This is an optimization exercise on Yosys and OpenROAD, whose aim is small area, not a production implementation. The RTL was checked by simulation tests, not by an equivalence proof against the original design. Power figures rest on the tool's default switching activity, not on a simulated workload.

==> flow/design.v <==
module freq_div #(
parameter FREQUENCY = 50000000 	 
)
(
input clk_in,							 
input rst,								 
output clk_out						 
);
localparam FREQ_DIV = 50000000/FREQUENCY;		 
reg [26:0] counter;					 
wire count_out;										 
always@(posedge clk_in)begin 							 
if (rst) begin counter <= FREQ_DIV*2;			 
end else if (counter > 0) begin counter <= counter - 1;	 
end else begin 											 
counter <= FREQ_DIV*2; 									 
end
end
assign clk_out = (counter>=((FREQ_DIV)))?1:0;	 
assign count_out = counter;							 
endmodule
module Button_DB 
(
input clk_in,				 
input rst,					 
input Button_in,			 
output reg Button_out	 
);
localparam DB_MAX = 32;						 
localparam DB_WIDTH = ( 
 ((DB_MAX) <= 2) ? 1 : 
 ((DB_MAX) <= 4) ? 2 : 
 ((DB_MAX) <= 8) ? 3 : 
 ((DB_MAX) <= 16) ? 4 : 
 ((DB_MAX) <= 32) ? 5 : 
 ((DB_MAX) <= 64) ? 6 : 
 ((DB_MAX) <= 128) ? 7 : 
 ((DB_MAX) <= 256) ? 8 : 
 ((DB_MAX) <= 512) ? 9 : 
 ((DB_MAX) <= 1024) ? 10 : 
 ((DB_MAX) <= 2048) ? 11 : 
 ((DB_MAX) <= 4096) ? 12 : 16);	 
localparam DB_HIGH = ((9*DB_MAX)/10);	 
localparam DB_LOW = ((1*DB_MAX)/10);	 
reg [DB_WIDTH-1:0] counter;				 
reg Button_db;									 
reg Button_check;								 
reg clk_en_q;									 
wire clk_en;									 
wire clk_en_rise = clk_en & ~clk_en_q;	 
freq_div #(6250000) fd1 				 
(.clk_in(clk_in),					 
.rst(rst),							 
.clk_out(clk_en)					 
);
always@(posedge clk_in)			 
begin
if (rst) begin
	counter = 0;
	Button_db = 0;
	Button_check = 0;
	Button_out <= 0;
	clk_en_q = 1;
end else begin
	Button_check = Button_in;	 
	if ((Button_db == 0) && (counter>DB_HIGH)) begin	 
	Button_db = 1;													 
	end		
	if ((Button_db == 1) && (counter<DB_LOW)) begin		 
	Button_db = 0;													 
	end
	Button_out <= Button_db;		 
	if ((Button_check == 1) && (clk_en_rise == 1)) begin		 
	if (counter < (DB_MAX - 1)) begin					 
	counter = counter + 1;									 
	end
	end
	if ((Button_check == 0) && (clk_en_rise == 1)) begin	 
	if (counter > 0) begin									 
	counter = counter - 1;									 
	end
	end
	clk_en_q = clk_en;
end
end
endmodule
module b_test
(
input clock_in,					 
input rst,							 
input Button_input0,				 
input Button_input1,				 
input Button_input2,				 
input Button_input3,				 
output reg [3:0]Button_press,	 
output reg reset					 
);
reg b_flag;    								 
reg c_flag;    								 
reg [3:0] timeout;    						 
wire [3:0] Button_in;						 
wire Button_out0;								 
wire Button_out1;								 
wire Button_out2;								 
wire Button_out3;								 
wire Button_in0, Button_in1, Button_in2, Button_in3;	 
wire clk_en;									 
assign Button_in0 = ~Button_input0;		 
assign Button_in1 = ~Button_input1;		 
assign Button_in2 = ~Button_input2;		 
assign Button_in3 = ~Button_input3;		 
always@(posedge clock_in) begin
if (rst) begin
	b_flag = 0;
	c_flag = 0;
	timeout = 0;
	Button_press <= 4'b0000;
	reset <= 0;
end else begin
Button_press <= 4'b0000; 			 
if ((Button_out0 == 1)&&(Button_out1 == 0)&&(Button_out2 == 0)&&(Button_out3 == 0)) begin  
		if (b_flag == 0) begin		 
		Button_press <= 4'b0001;		 
		b_flag = 1;						 
		timeout = 0;					 
		end
end
else 
if ((Button_out1 == 1)&&(Button_out0 == 0)&&(Button_out2 == 0)&&(Button_out3 == 0)) begin  
		if (b_flag == 0) begin		 
		Button_press <= 4'b0010;		 
		b_flag = 1;						 
		timeout = 0;					 
		end
end
else 
if ((Button_out2 == 1)&&(Button_out0 == 0)&&(Button_out1 == 0)&&(Button_out3 == 0)) begin	 
		if (b_flag == 0) begin		 
		Button_press <= 4'b0100;		 
		b_flag = 1;						 
		timeout = 0;					 
		end
end
else 
if ((Button_out3 == 1)&&(Button_out0 == 0)&&(Button_out1 == 0)&&(Button_out2 == 0)) begin	 
		if (b_flag == 0) begin		 
		Button_press <= 4'b1000;		 
		b_flag = 1;						 
		timeout = 0;					 
		end
end
else 
if ((Button_out3 == 0)&&(Button_out0 == 0)&&(Button_out1 == 0)&&(Button_out2 == 0))begin  
		b_flag = 0;						 
		Button_press <= 4'b0000;		 
end
if (clk_en == 1) begin				 
if (c_flag == 0) begin				 
	timeout = timeout +1;			 
	c_flag = 1;							 
end
end
else 
if (clk_en == 0) begin				 
	c_flag = 0;							 
end
if (timeout >= 5) begin				 
	reset <= 1;							 
	timeout = 0;						 
end 
else begin								 
	reset <= 0;							 
end
end
end
freq_div #(50000) fd1 			 
(.clk_in(clock_in),			 
.rst(rst),						 
.clk_out(clk_en)				 
);
Button_DB Button0 (			 
.clk_in(clock_in),			 
.rst(rst),						 
.Button_in(Button_in0), 	 
.Button_out(Button_out0)	 
);
Button_DB Button1 (			 
.clk_in(clock_in),			 
.rst(rst),						 
.Button_in(Button_in1), 	 
.Button_out(Button_out1)	 
);
Button_DB Button2 (			 
.clk_in(clock_in),			 
.rst(rst),						 
.Button_in(Button_in2), 	 
.Button_out(Button_out2)	 
);
Button_DB Button3 (			 
.clk_in(clock_in),			 
.rst(rst),						 
.Button_in(Button_in3), 	 
.Button_out(Button_out3)	 
);
endmodule
module seg7
(
input [2:0]in_seg,				 
input clock_in,					 
input rst,							 
input error,						 
input [16:0] count_in,			 
output reg [6:0] segm_disp0,	 
output reg [6:0] segm_disp1,	 
output reg [6:0] segm_disp2,	 
output reg [6:0] segm_disp3,	 
output reg [6:0] segm_disp4,	 
output reg [6:0] segm_disp5	 
);
localparam State_0 = 3'b000;
localparam State_1 = 3'b001;
localparam State_2 = 3'b010;
localparam State_3 = 3'b011;
localparam State_4 = 3'b100;
localparam State_5 = 3'b101;
localparam seg_C = 7'b0100111;		 
localparam seg_L = 7'b1000111;		 
localparam seg_O = 7'b1000000;		 
localparam seg_S = 7'b0010010;		 
localparam seg_E = 7'b0000110;		 
localparam seg_D = 7'b0100001;		 
localparam seg_P = 7'b0001100;		 
localparam seg_N = 7'b0101011;		 
localparam seg_R = 7'b0101111;		 
localparam seg_CL = 7'b1111111;		 
localparam seg_0 = 7'b1000000;		 
localparam seg_1 = 7'b1111001;		 
localparam seg_2 = 7'b0100100;		 
localparam seg_3 = 7'b0110000;		 
localparam seg_4 = 7'b0011001;		 
localparam seg_5 = 7'b0010010;		 
localparam seg_6 = 7'b0000010;		 
localparam seg_7 = 7'b1111000;		 
localparam seg_8 = 7'b0000000;		 
localparam seg_9 = 7'b0010000;		 
integer Value_in;    					 
reg [2:0] seg7_state;          		 
reg [4:0] e_count;    					 
wire clk_en;								 
reg c_flag;    							 
reg error_flag;    						 
always@(posedge clock_in) begin		 
if (rst) begin
	seg7_state = State_0;
	e_count = 0;
	c_flag = 0;
	error_flag = 0;
	Value_in = 0;
	segm_disp0 = seg_C;
	segm_disp1 = seg_L;
	segm_disp2 = seg_O;
	segm_disp3 = seg_S;
	segm_disp4 = seg_E;
	segm_disp5 = seg_D;
end else begin
if (error_flag == 1) begin				 
if (clk_en == 1) begin					 
if (c_flag == 0) begin					 
	e_count = e_count+1;					 
	c_flag = 1;								 
end
end
else if (clk_en == 0) begin			 
	c_flag = 0;								 
end
end
if (e_count == 2) begin					 
	e_count = 15;							 
	error_flag = 0;						 
end
if (error_flag == 0) begin				 
seg7_state = in_seg;						 
e_count = 15;								 
end
if (error == 1) begin					 
	seg7_state = State_2;				 
	error_flag = 1;						 
	e_count = 0;							 
end
case(seg7_state)
	State_0: begin  
		segm_disp0 = seg_C;
		segm_disp1 = seg_L;
		segm_disp2 = seg_O;
		segm_disp3 = seg_S;
		segm_disp4 = seg_E;
		segm_disp5 = seg_D;
	end
	State_1: begin  
		segm_disp0 = seg_O;
		segm_disp1 = seg_P;
		segm_disp2 = seg_E;
		segm_disp3 = seg_N;
		segm_disp4 = seg_CL;
		segm_disp5 = seg_CL;
	end
	State_2: begin  
		segm_disp0 = seg_E;
		segm_disp1 = seg_R;
		segm_disp2 = seg_R;
		segm_disp3 = seg_O;
		segm_disp4 = seg_R;
		segm_disp5 = seg_CL;
	end
	State_3: begin	 
		segm_disp0 = seg_CL;
		segm_disp1 = seg_CL;
		segm_disp2 = seg_CL;
		segm_disp3 = seg_CL;
		segm_disp4 = seg_CL;
		segm_disp5 = seg_CL;
	end
	State_4: begin	 
	Value_in = count_in;				 
	if(Value_in >= 900000) begin
	segm_disp0 = seg_9;
	Value_in = Value_in - 900000;
	end else
	if(Value_in >= 800000) begin
	segm_disp0 = seg_8;
	Value_in = Value_in - 800000;
	end else
	if(Value_in >= 700000) begin 
	segm_disp0 = seg_7;
	Value_in = Value_in - 700000;
	end else
	if(Value_in >= 600000) begin 
	segm_disp0 = seg_6;
	Value_in = Value_in - 600000;
	end else
	if(Value_in >= 500000) begin 
	segm_disp0 = seg_5;
	Value_in = Value_in - 500000;
	end else
	if(Value_in >= 400000) begin 
	segm_disp0 = seg_4;
	Value_in = Value_in - 400000;
	end else
	if(Value_in >= 300000) begin 
	segm_disp0 = seg_3;
	Value_in = Value_in - 300000;
	end else
	if(Value_in >= 200000) begin 
	segm_disp0 = seg_2;
	Value_in = Value_in - 200000;
	end else
	if(Value_in >= 100000) begin 
	segm_disp0 = seg_1;
	Value_in = Value_in - 100000;
	end else segm_disp0 = seg_0;
	if(Value_in >= 90000) begin 
	segm_disp1 = seg_9;
	Value_in = Value_in - 90000;
	end else
	if(Value_in >= 80000) begin 
	segm_disp1 = seg_8;
	Value_in = Value_in - 80000;
	end else
	if(Value_in >= 70000) begin 
	segm_disp1 = seg_7;
	Value_in = Value_in - 70000;
	end else
	if(Value_in >= 60000) begin 
	segm_disp1 = seg_6;
	Value_in = Value_in - 60000;
	end else
	if(Value_in >= 50000) begin 
	segm_disp1 = seg_5;
	Value_in = Value_in - 50000;
	end else
	if(Value_in >= 40000) begin 
	segm_disp1 = seg_4;
	Value_in = Value_in - 40000;
	end else
	if(Value_in >= 30000) begin 
	segm_disp1 = seg_3;
	Value_in = Value_in - 30000;
	end else
	if(Value_in >= 20000) begin 
	segm_disp1 = seg_2;
	Value_in = Value_in - 20000;
	end else
	if(Value_in >= 10000) begin 
	segm_disp1 = seg_1;
	Value_in = Value_in - 10000;
	end else segm_disp1 = seg_0;
	if(Value_in >= 9000) begin 
	segm_disp2 = seg_9;
	Value_in = Value_in - 9000;
	end else
	if(Value_in >= 8000) begin 
	segm_disp2 = seg_8;
	Value_in = Value_in - 8000;
	end else
	if(Value_in >= 7000) begin 
	segm_disp2 = seg_7;
	Value_in = Value_in - 7000;
	end else
	if(Value_in >= 6000) begin 
	segm_disp2 = seg_6;
	Value_in = Value_in - 6000;
	end else
	if(Value_in >= 5000) begin 
	segm_disp2 = seg_5;
	Value_in = Value_in - 5000;
	end else
	if(Value_in >= 4000) begin 
	segm_disp2 = seg_4;
	Value_in = Value_in - 4000;
	end else
	if(Value_in >= 3000) begin 
	segm_disp2 = seg_3;
	Value_in = Value_in - 3000;
	end else
	if(Value_in >= 2000) begin 
	segm_disp2 = seg_2;
	Value_in = Value_in - 2000;
	end else
	if(Value_in >= 1000) begin 
	segm_disp2 = seg_1;
	Value_in = Value_in - 1000;
	end else segm_disp2 = seg_0;
	if(Value_in >= 900) begin 
	segm_disp3 = seg_9;
	Value_in = Value_in - 900;
	end else
	if(Value_in >= 800) begin 
	segm_disp3 = seg_8;
	Value_in = Value_in - 800;
	end else
	if(Value_in >= 700) begin 
	segm_disp3 = seg_7;
	Value_in = Value_in - 700;
	end else
	if(Value_in >= 600) begin 
	segm_disp3 = seg_6;
	Value_in = Value_in - 600;
	end else
	if(Value_in >= 500) begin 
	segm_disp3 = seg_5;
	Value_in = Value_in - 500;
	end else
	if(Value_in >= 400) begin 
	segm_disp3 = seg_4;
	Value_in = Value_in - 400;
	end else
	if(Value_in >= 300) begin 
	segm_disp3 = seg_3;
	Value_in = Value_in - 300;
	end else
	if(Value_in >= 200) begin 
	segm_disp3 = seg_2;
	Value_in = Value_in - 200;
	end else
	if(Value_in >= 100) begin 
	segm_disp3 = seg_1;
	Value_in = Value_in - 100;
	end else segm_disp3 = seg_0;
	if(Value_in >= 90) begin 
	segm_disp4 = seg_9;
	Value_in = Value_in - 90;
	end else
	if(Value_in >= 80) begin 
	segm_disp4 = seg_8;
	Value_in = Value_in - 80;
	end else
	if(Value_in >= 70) begin 
	segm_disp4 = seg_7;
	Value_in = Value_in - 70;
	end else
	if(Value_in >= 60) begin 
	segm_disp4 = seg_6;
	Value_in = Value_in - 60;
	end else
	if(Value_in >= 50) begin 
	segm_disp4 = seg_5;
	Value_in = Value_in - 50;
	end else
	if(Value_in >= 40) begin 
	segm_disp4 = seg_4;
	Value_in = Value_in - 40;
	end else
	if(Value_in >= 30) begin 
	segm_disp4 = seg_3;
	Value_in = Value_in - 30;
	end else
	if(Value_in >= 20) begin 
	segm_disp4 = seg_2;
	Value_in = Value_in - 20;
	end else
	if(Value_in >= 10) begin 
	segm_disp4 = seg_1;
	Value_in = Value_in - 10;
	end else segm_disp4 = seg_0;
	if(Value_in >= 9) begin 
	segm_disp5 = seg_9;
	Value_in = Value_in - 9;
	end else
	if(Value_in >= 8) begin 
	segm_disp5 = seg_8;
	Value_in = Value_in - 8;
	end else
	if(Value_in >= 7) begin 
	segm_disp5 = seg_7;
	Value_in = Value_in - 7;
	end else
	if(Value_in >= 6) begin 
	segm_disp5 = seg_6;
	Value_in = Value_in - 6;
	end else
	if(Value_in >= 5) begin 
	segm_disp5 = seg_5;
	Value_in = Value_in - 5;
	end else
	if(Value_in >= 4) begin 
	segm_disp5 = seg_4;
	Value_in = Value_in - 4;
	end else
	if(Value_in >= 3) begin 
	segm_disp5 = seg_3;
	Value_in = Value_in - 3;
	end else
	if(Value_in >= 2) begin 
	segm_disp5 = seg_2;
	Value_in = Value_in - 2;
	end else
	if(Value_in >= 1) begin 
	segm_disp5 = seg_1;
	Value_in = Value_in - 1;
	end else segm_disp5 = seg_0;
	end
endcase
end
end
freq_div #(50000) fd1 			 
(.clk_in(clock_in),			 
.rst(rst),						 
.clk_out(clk_en)				 
);
endmodule
module Pin_Verify
(
input 			clock_in,		 
input 			sys_reset,		 
input  Button_input0,			 
input  Button_input1,			 
input  Button_input2,			 
input  Button_input3,			 
output reg PIN_TRUE,				 
output reg PIN_FALSE,			 
output [6:0] seg0,				 
output [6:0] seg1,				 
output [6:0] seg2,				 
output [6:0] seg3,				 
output [6:0] seg4,				 
output [6:0] seg5,				 
output [6:0] redled_out			 
);
localparam State_0 = 3'b000;
localparam State_1 = 3'b001;
localparam State_2 = 3'b010;
localparam State_3 = 3'b011;
localparam State_4 = 3'b100;
reg [2:0] savestate;					 
reg [4:0]entry_number;			 
reg [4:0]entry_number2;		 
reg [7:0] redled;						 
reg [2:0] state;			 
reg [3:0] PIN_LI [11:0];			 
reg [3:0] PIN [5:0];					 
reg [3:0] PIN_INPUT [5:0];			 
reg [3:0] PIN_STORE;			 
reg [3:0] PIN_STORE2;			 
wire [3:0] PIN_Value;				 
reg pin_test;						 
wire rst;								 
reg reset;							 
reg pin_entry;					 
reg p_press;						 
reg seg_out;				 
reg pin_flag;
reg [4:0] entry_number_q;			 
assign redled_out = redled;		 
always@(posedge clock_in) begin	 
	if (sys_reset) begin			 
		savestate = State_0;
		entry_number = 0;
		entry_number2 = 0;
		redled = 8'b00100000;
		state = State_0;
		PIN_LI[0] = 0; PIN_LI[1] = 0; PIN_LI[2] = 0; PIN_LI[3] = 0;
		PIN_LI[4] = 0; PIN_LI[5] = 0; PIN_LI[6] = 0; PIN_LI[7] = 0;
		PIN_LI[8] = 0; PIN_LI[9] = 0; PIN_LI[10] = 0; PIN_LI[11] = 0;
		PIN[0] = 4'b0001; PIN[1] = 4'b0010; PIN[2] = 4'b0100;
		PIN[3] = 4'b1000; PIN[4] = 4'b0100; PIN[5] = 4'b1000;
		PIN_INPUT[0] = 0; PIN_INPUT[1] = 0; PIN_INPUT[2] = 0;
		PIN_INPUT[3] = 0; PIN_INPUT[4] = 0; PIN_INPUT[5] = 0;
		PIN_STORE = 0;
		PIN_STORE2 = 0;
		pin_test = 0;
		reset = 1;
		pin_entry = 0;
		p_press = 0;
		seg_out <= State_0;
		pin_flag <= 0;
		PIN_TRUE = 0;
		PIN_FALSE = 0;
	end else begin
		if (rst == 1) begin			 
		reset = 1;						 
		end
		if (reset == 1) begin				 
			PIN_INPUT[0] = 0;
			PIN_INPUT[1] = 0;
			PIN_INPUT[2] = 0;
			PIN_INPUT[3] = 0;
			PIN_INPUT[4] = 0;
			PIN_INPUT[5] = 0;
			PIN_LI[0] = 0;
			PIN_LI[1] = 0;
			PIN_LI[2] = 0;
			PIN_LI[3] = 0;
			PIN_LI[4] = 0;
			PIN_LI[5] = 0;
			PIN_LI[6] = 0;
			PIN_LI[7] = 0;
			PIN_LI[8] = 0;
			PIN_LI[9] = 0;
			PIN_LI[10] = 0;
			PIN_LI[11] = 0;
			entry_number = 0;
			PIN_STORE = 0;
			reset = 0;
		end
		pin_flag <= 0;					 
		if (PIN_FALSE == 1) begin	 
		if (p_press == 0) begin		 
		pin_flag <= 1;					 
		p_press = 1;					 
		end
		end
		else begin						 
		pin_flag <= 0;					 
		p_press = 0;					 
		end
		if (pin_entry != 1) begin	 
		PIN[0] = 4'b0001;				 
		PIN[1] =	4'b0010;				 
		PIN[2] =	4'b0100;				 
		PIN[3] = 4'b1000;				 
		PIN[4] =	4'b0100;				 
		PIN[5] = 4'b1000;				 
		PIN_TRUE = 0;					 
		PIN_FALSE = 0;					 
		pin_entry = 1;					 
		end
		if(pin_test == 1) begin					 
		entry_number2 = entry_number - 6;	 
		end else begin								 
		entry_number2 = entry_number;			 
		end
		if(entry_number2 == 0)  begin			 
		redled = 6'b100000;						 
		end
		if(entry_number2 == 1)  begin			 
		redled = 6'b110000;						 
		end
		if(entry_number2 == 2)  begin			 
		redled = 6'b111000;						 
		end
		if(entry_number2 == 3)  begin			 
		redled = 6'b111100;						 
		end
		if(entry_number2 == 4) begin			 
		redled = 6'b111110;						 
		end
		if(entry_number2 == 5) begin			 
		redled = 6'b111111;						 
		end
case(state)						 
	State_0: begin				 
		seg_out <= State_0;	 
		PIN_STORE = PIN_Value;	 
		if ((PIN_STORE != 4'b0000)&&(PIN_STORE != 0)&&(PIN_STORE2 == 4'b0000)) begin	 
		PIN_INPUT[entry_number] = PIN_STORE;		 
		entry_number = entry_number+1;				 
		end		
		PIN_STORE2 = PIN_Value;							 
		if (entry_number >= 6) begin			 
		entry_number = 0;							 
		PIN_TRUE = 0;								 
		PIN_FALSE = 0;								 
			if (PIN_INPUT[0] == PIN[0]) begin	
				if (PIN_INPUT[1] == PIN[1]) begin
					if (PIN_INPUT[2] == PIN[2]) begin
						if (PIN_INPUT[3] == PIN[3]) begin
							if (PIN_INPUT[4] == PIN[4]) begin
								if (PIN_INPUT[5] == PIN[5]) begin  
						PIN_TRUE = 1;			 
						state = State_1;		 
						reset = 1;				 
								end 
							end
						end
					end
				end
			end
			if ((PIN_TRUE == 0) && (PIN_FALSE == 0)) begin  
			PIN_FALSE = 1;				 
			p_press = 0;				 
			savestate = state;		 
			state = State_4;			 
			reset = 1;					 
			end
end
end  
State_1: begin  
		seg_out <= State_1;	 
		if (((PIN_TRUE == 1) || (PIN_FALSE == 1))) begin	 
		reset = 1;				 
		state = State_3;		 
		end
end  
State_2: begin	 
		seg_out <= State_0;	 
		if (((PIN_TRUE == 1) || (PIN_FALSE == 1))) begin	 
		reset = 1;				 
		state = State_0;		 
		end
end  
State_3: begin	 
		seg_out <= State_1;	 
		PIN_STORE = PIN_Value;					 
		if ((PIN_STORE != 4'b0000)&&(PIN_STORE != 0)&&(PIN_STORE2 == 4'b0000)) begin	 
		PIN_LI[entry_number] = PIN_STORE;	 
		entry_number = entry_number+1;		 
		end
		PIN_STORE2 = PIN_Value;					 
		if (entry_number >= 6) begin			 
		pin_test = 1;								 
		end else begin								 
		pin_test = 0;								 
		end
		if (entry_number >= 12) begin			 
		entry_number = 0;							 
		pin_test = 0;								 
		PIN_TRUE = 0;								 
		PIN_FALSE = 0;								 
			if (PIN_LI[0] == PIN[0]) begin
				if (PIN_LI[1] == PIN[1]) begin
					if (PIN_LI[2] == PIN[2]) begin
						if (PIN_LI[3] == PIN[3]) begin
							if (PIN_LI[4] == PIN[4]) begin
								if (PIN_LI[5] == PIN[5]) begin
									if (PIN_LI[6] == PIN[0]) begin
										if (PIN_LI[7] == PIN[1]) begin
											if (PIN_LI[8] == PIN[2]) begin
												if (PIN_LI[9] == PIN[3]) begin
													if (PIN_LI[10] == PIN[4]) begin
														if (PIN_LI[11] == PIN[5]) begin	 
														PIN_TRUE = 1;			 
														state = State_2;		 
														reset = 1;				 
														end
													end
												end
											end
										end
									end
								end
							end
						end
					end
				end
			end	
			if ((PIN_TRUE == 0) && (PIN_FALSE == 0)) begin	 
			PIN_FALSE = 1;			 
			p_press = 0;			 
			savestate = state;	 
			state = State_4;		 
			reset = 1;				 
			end
end						
end  
State_4: begin	 
		seg_out <= State_2;		 
		if (((PIN_TRUE == 1) || (PIN_FALSE == 1))) begin	 
		reset = 1;				 
		state = savestate;	 
		end
end  
default: begin
end
endcase
	end
	entry_number_q <= entry_number;	 
end
b_test Button_Check(	
.clock_in(clock_in),							 
.rst(sys_reset),							 
.Button_input0(Button_input0), 			 
.Button_input1(Button_input1), 			 
.Button_input2(Button_input2), 			 
.Button_input3(Button_input3),  			 
.Button_press(PIN_Value),					 
.reset(rst)										 
);
seg7 Segment_Display(
.in_seg(seg_out),								 
.clock_in(clock_in),							 
.rst(sys_reset),							 
.error(pin_flag),								 
.count_in(entry_number_q),					 
.segm_disp0(seg5),							 
.segm_disp1(seg4),							 
.segm_disp2(seg3),							 
.segm_disp3(seg2),							 
.segm_disp4(seg1),							 
.segm_disp5(seg0)								 
);
endmodule 
==> flow/run.sh <==
#!/bin/bash
# synth_recipe.tcl (not shown) runs the flow's synth.tcl, then flattens the netlist and writes it again
# the make line also repeats each setting of config.mk as NAME=value (left out here)
make -C /OpenROAD-flow-scripts/flow DESIGN_CONFIG=/design/flow/config.mk WORK_HOME=/design/flow/orfs CLKGATE_MAP_FILE= SYNTH_SCRIPT=/design/flow/synth_recipe.tcl finish
==> flow/config.mk <==
export PLATFORM = sky130hd
export DESIGN_NAME = Pin_Verify
export DESIGN_NICKNAME = Pin_Verify
export VERILOG_FILES = /design/flow/design.v
export SDC_FILE = /design/flow/constraint.sdc
export NUM_CORES = 4
export LEC_CHECK = 0
export CAP_MARGIN = 20
export CORE_MARGIN = 2
export CORE_UTILIZATION = 40
export SLEW_MARGIN = 20
==> flow/constraint.sdc <==
create_clock -name core_clock -period 10.0 [get_ports {clock_in}]
set_input_delay 2.0000 -clock core_clock [delete_from_list [all_inputs] [get_ports {clock_in}]]
set_output_delay 2.0000 -clock core_clock [all_outputs]
set_load 0.01 [all_outputs]
==> impl_results.md <==
- Final worst path period share: between 40 and 50%
- Die Width: around 230 um
- Row cnt: between 80 and 90
- Finished Cell Area: approximately 0.022 mm2
- Fin cells: just over 3000
- Mux cell area share after synthesis: about 3.2%
- Initial Utilization: between 40 and 50%
- Top Ports: 57
- Post-synth top area cell: dfxtp_1
- Max-cap violations: 0
- Dpl cells: 2995
- DR vias: 17560
- Layout Nets: about 2500
- Vias/cell: about 5.7
- Worst r2r src: reset
- Flop-to-flop setup slack: a little over 5000 ps
- Status: no timing/DRC/antenna violations
- Critical R2R Capture: savestate[2]
- First-pass GRT wire length: between 80 and 90 mm
- CORE AREA: approximately 0.05 mm2
- Synthesis Warnings: 11
- Final setup viols: 0
- Number of global-route vias before repair: ~17000
- Synth Area in Compound Gates: between 15 and 20%
- Mean Syn Cell Area: 7.999 um2
- Hpwl dp: between 30 and 40 mm
- CTS root buffer: clkbuf_16
- Critical Path Start: reset
- # clock sinks: between 300 and 400
- Post-synthesis sequential area ratio: between 30% and 40%
- Lkg Pwr: roughly 7.9 nW
- Synthesis-stage register bit count: 364
- Clk pin slew, worst setup/hold paths: ~60 ps
- Layout cells sized above 1: under 10%
- Worst relative slew slack: 25.94%
- Post-synthesis simple-gate area fraction: between 20% and 30%
- Main combinational cell family by area after synthesis: simple AND/OR/NAND/NOR gates
- Sw frac: 30.25%
- Gr ovfl total: 0
- Die Y: between 200 and 250 um
- Seq pwr share: roughly two fifths
- H-Tree Depth: 2
- Final wirelength: around 54 mm
- Crit-path max FO: 28
- Hold slack final: about 390 ps
- Hold-fix buffers, CTS: 0
- Setup total negative slack: 0 ps
- Max VDD drop: roughly 170 uV
- CTS Buffer Depth: 3
- Worst Max-Slew Pin Slew: between 1000 and 1500 ps
- Worst EP required: roughly 11000 ps
- Number of setup buffers added after CTS: 0
- Worst hold start: p_press
- Max Clk Rate: slightly above 200 MHz
- Unrepaired setup endpoints after global routing: no
- Number of remaining DRC errors: 0
- EDFF count, synth: 0
- Power Total: between 4 and 5 mW
- Xor/xnor share of the synthesized area: ~8%
- Skew-Pair Late Insertion Delay: 580 ps
- Hold Path Class: flop to flop
- Worst hold stages: 1
- Comb pwr share: between 20% and 30%
- All-Layer GR Usage: between 20% and 30%
- Top_reg_cell synth: dfxtp_1
- Net Switching: about 1.3 mW
- Internal power contribution: between 2 and 3 mW
- Clock Skew: between 30 and 40 ps
- Routed len/inst: roughly 17 um
- WP data arrival: 5340 ps
- Tmin final: 4840 ps
- Area Growth Syn to Fin: 12.06%
- Post-DP Area: between 0.02 and 0.025 mm2
- Drt first pass iters: 8
- Slew Viols, Final: 0
- Clk pwr share: about 39%
- Post-synthesis adder-cell area fraction: 2.932%
- Die area: a little over 0.05 mm2
- Reg2Reg Depth: 13
- Synth area leaders: dfxtp_1 (37%), nor2_1 (6.4%), xnor2_1 (4.9%), nand2_1 (4.7%), a21oi_1 (4.4%)
- Cells after Synth: 2454
- Iter 0 DRT Violations: 1487
- Yosys cell types: 90
- Final estimated routing congestion in global placement: 0.9254
- Routed Antenna Nets: 0
- CTS tree: done
- Cts bufs inserted: 43
- ANT cells: 0
- Port bufs: 54
- Synth Cell Area: 0.01963 mm2
- Power per cell area: just under 200 mW/mm2
- Crit. End Element: flop
- Kind of critical path: flop to flop
- Ys async rst share: 0%
- Resized cells post-CTS: 0
- Startpoint types: flop
- Final hold viol count: 0
- Area share of the leading cell type in the synthesized netlist: 37.12%
- Endpoint, Worst Hold: pin_flag
- Initial antenna violation count: 0
- Largest net degree at the start of global routing: ~100
==> worst max path at each step <==
stage                         to  depth (start not counted)
finish              savestate[2]                         13
global route           PIN_FALSE                         12
CTS                      p_press                         12
detailed placement  savestate[2]                         13
global placement         p_press                         11
floorplan                p_press                         19
==> worst max-delay path, stage by stage (launching register included) <==
cell and delay (ps):
dfxtp_1 290, buf_4 250, or3b_2 580, inv_1 160, ha_1 440, o41a_1 470, nand3_1 230, mux2_2 330
a2111oi_0 500, o2111a_1 340, nand4_1 130, nor4_2 520, nand2b_1 300, and4_1 210
==> cell families (layout without fill, tap and decap cells) <==
| kind of cell | count (synthesis) | in the layout |
|---|---|---|
| compound gates | 498 | 498 |
| xor+xnor | 179 | 179 |
| fa+ha+maj | 46 | 46 |
| buf+inv | 214 | 210 |
| flops | 364 | 364 |
| mux | 61 | 61 |
| other cells | 2 | 3 |
| simple gates | 1090 | 1090 |
==> final cells by class <==
type                       count  area (um2)
timing repair buffer          76       706.9
sequential                   364        7293
tap                          622       778.2
multi-input combinational   1877       11500
inverter                      56       210.2
fill                        4808       26650
clock buffer                  60        1252
clock inverter                18       254.0
==> per-layer routing <==
| metal | vias up | track usage [%] | share of wire [%] |
|---|---|---|---|
| met1 | 8334 | 27.92 | 46 |
| met5 | - | 0 | 0 |
| met2 | 489 | 34.28 | 45 |
| met3 | 117 | 3.377 | 5.5 |
| li1 | 8619 | - | - |
| met4 | 0 | 7.691 | 3.1 |
==> registers in the layout, indices dropped and copies added, names as in the netlist, 5 cells and up <==
register                          count
redled                                5
Button_Check.Button0.counter          5
Segment_Display.segm_disp1            5
Segment_Display.segm_disp3            5
Button_Check.Button3.counter          5
Button_Check.Button0.fd1.counter     27
Button_Check.Button1.counter          5
Segment_Display.segm_disp4            6
Button_Check.Button2.counter          5
PIN_LI                               48
Button_Check.Button1.fd1.counter     27
Button_Check.Button2.fd1.counter     27
Segment_Display.e_count               5
PIN                                  24
PIN_INPUT                            24
Segment_Display.fd1.counter          27
entry_number_q                        5
Segment_Display.segm_disp5            7
Button_Check.Button3.fd1.counter     27
Button_Check.fd1.counter             27
==> metrics by stage <==
step / util, % / worst slack, ps
after floorplan: - / 5474
after global placement: 42.10 / 5401
after detailed placement: 42.10 / 5313
after CTS: 45.19 / 5267
after global routing: 45.22 / 5002
final: 45.22 / 5160
==> cells in the final DEF, fill, tap and decap left out, types with 14 or more instances in the layout <==
master           instances
or2_2                   15
buf_4                   22
xnor2_1                110
nor2b_1                 21
nor4_1                  48
a31oi_1                 24
o21ai_0                 80
nor2_1                 335
nand4_1                 31
nand2_1                248
o22ai_1                 14
and2_1                  39
clkbuf_16               45
mux2i_1                 45
dfxtp_1                359
ha_1                    46
o31ai_1                 20
a211oi_1                21
or3_1                   30
or4_1                   18
and3_1                  17
nand2b_1                32
a21oi_1                172
clkdlybuf4s50_1         53
mux2_2                  16
nand3_1                106
xor2_1                  69
nor3b_1                 22
inv_1                   55
nor3_1                  65
o211ai_1                21
==> power groups by stage <==
stage | Sequential (mW) | Clock [mW] | Combinational, mW
floorplan | 1.75 | 0 | 0.699
global placement | 1.78 | 0 | 0.826
detailed placement | 1.79 | 0 | 0.850
CTS | 1.76 | 1.70 | 0.856
global route | 1.79 | 1.76 | 0.976
finish | 1.76 | 1.67 | 0.857
==> Yosys cell counts, drive strengths merged, types with 22 or more instances <==
cell type / count
inv: 55
nand4: 31
dfxtp: 364
nand2: 248
nor3: 67
o21ai: 83
nor3b: 22
or3: 30
buf: 43
xnor2: 110
nor2: 336
nor4: 51
mux2i: 45
nand2b: 32
ha: 46
a211oi: 22
a21oi: 172
nor2b: 22
nand3: 106
clkbuf: 115
a31oi: 24
and2: 41
xor2: 69

## static timing again, ports no longer ideal
In the flow no input, the clock included, has a driving cell. The finished layout below was timed again as built, in two steps.
Step 1 sets driving cells, clkbuf_16 on the clock port and buf_2 on the other inputs (assumed; they add their load-dependent delay and slew).
Step 2 also shifts input and output timing later by t, the mid clock arrival at the registers, as if the neighbouring blocks saw the same clock.
Three values: ideal, step 1, step 2; two values: the first two.
t (ns): 0.623
setup slack, ns: 5.160 / 5.160 / 5.160
worst setup path at the end: register to register
slew at the worst register clock pin (ns): 0.07 / 0.07
After both steps this run still meets setup and hold. The setup slack of this run moves by 0.000 ns with the drivers and by 0.000 ns with both steps.
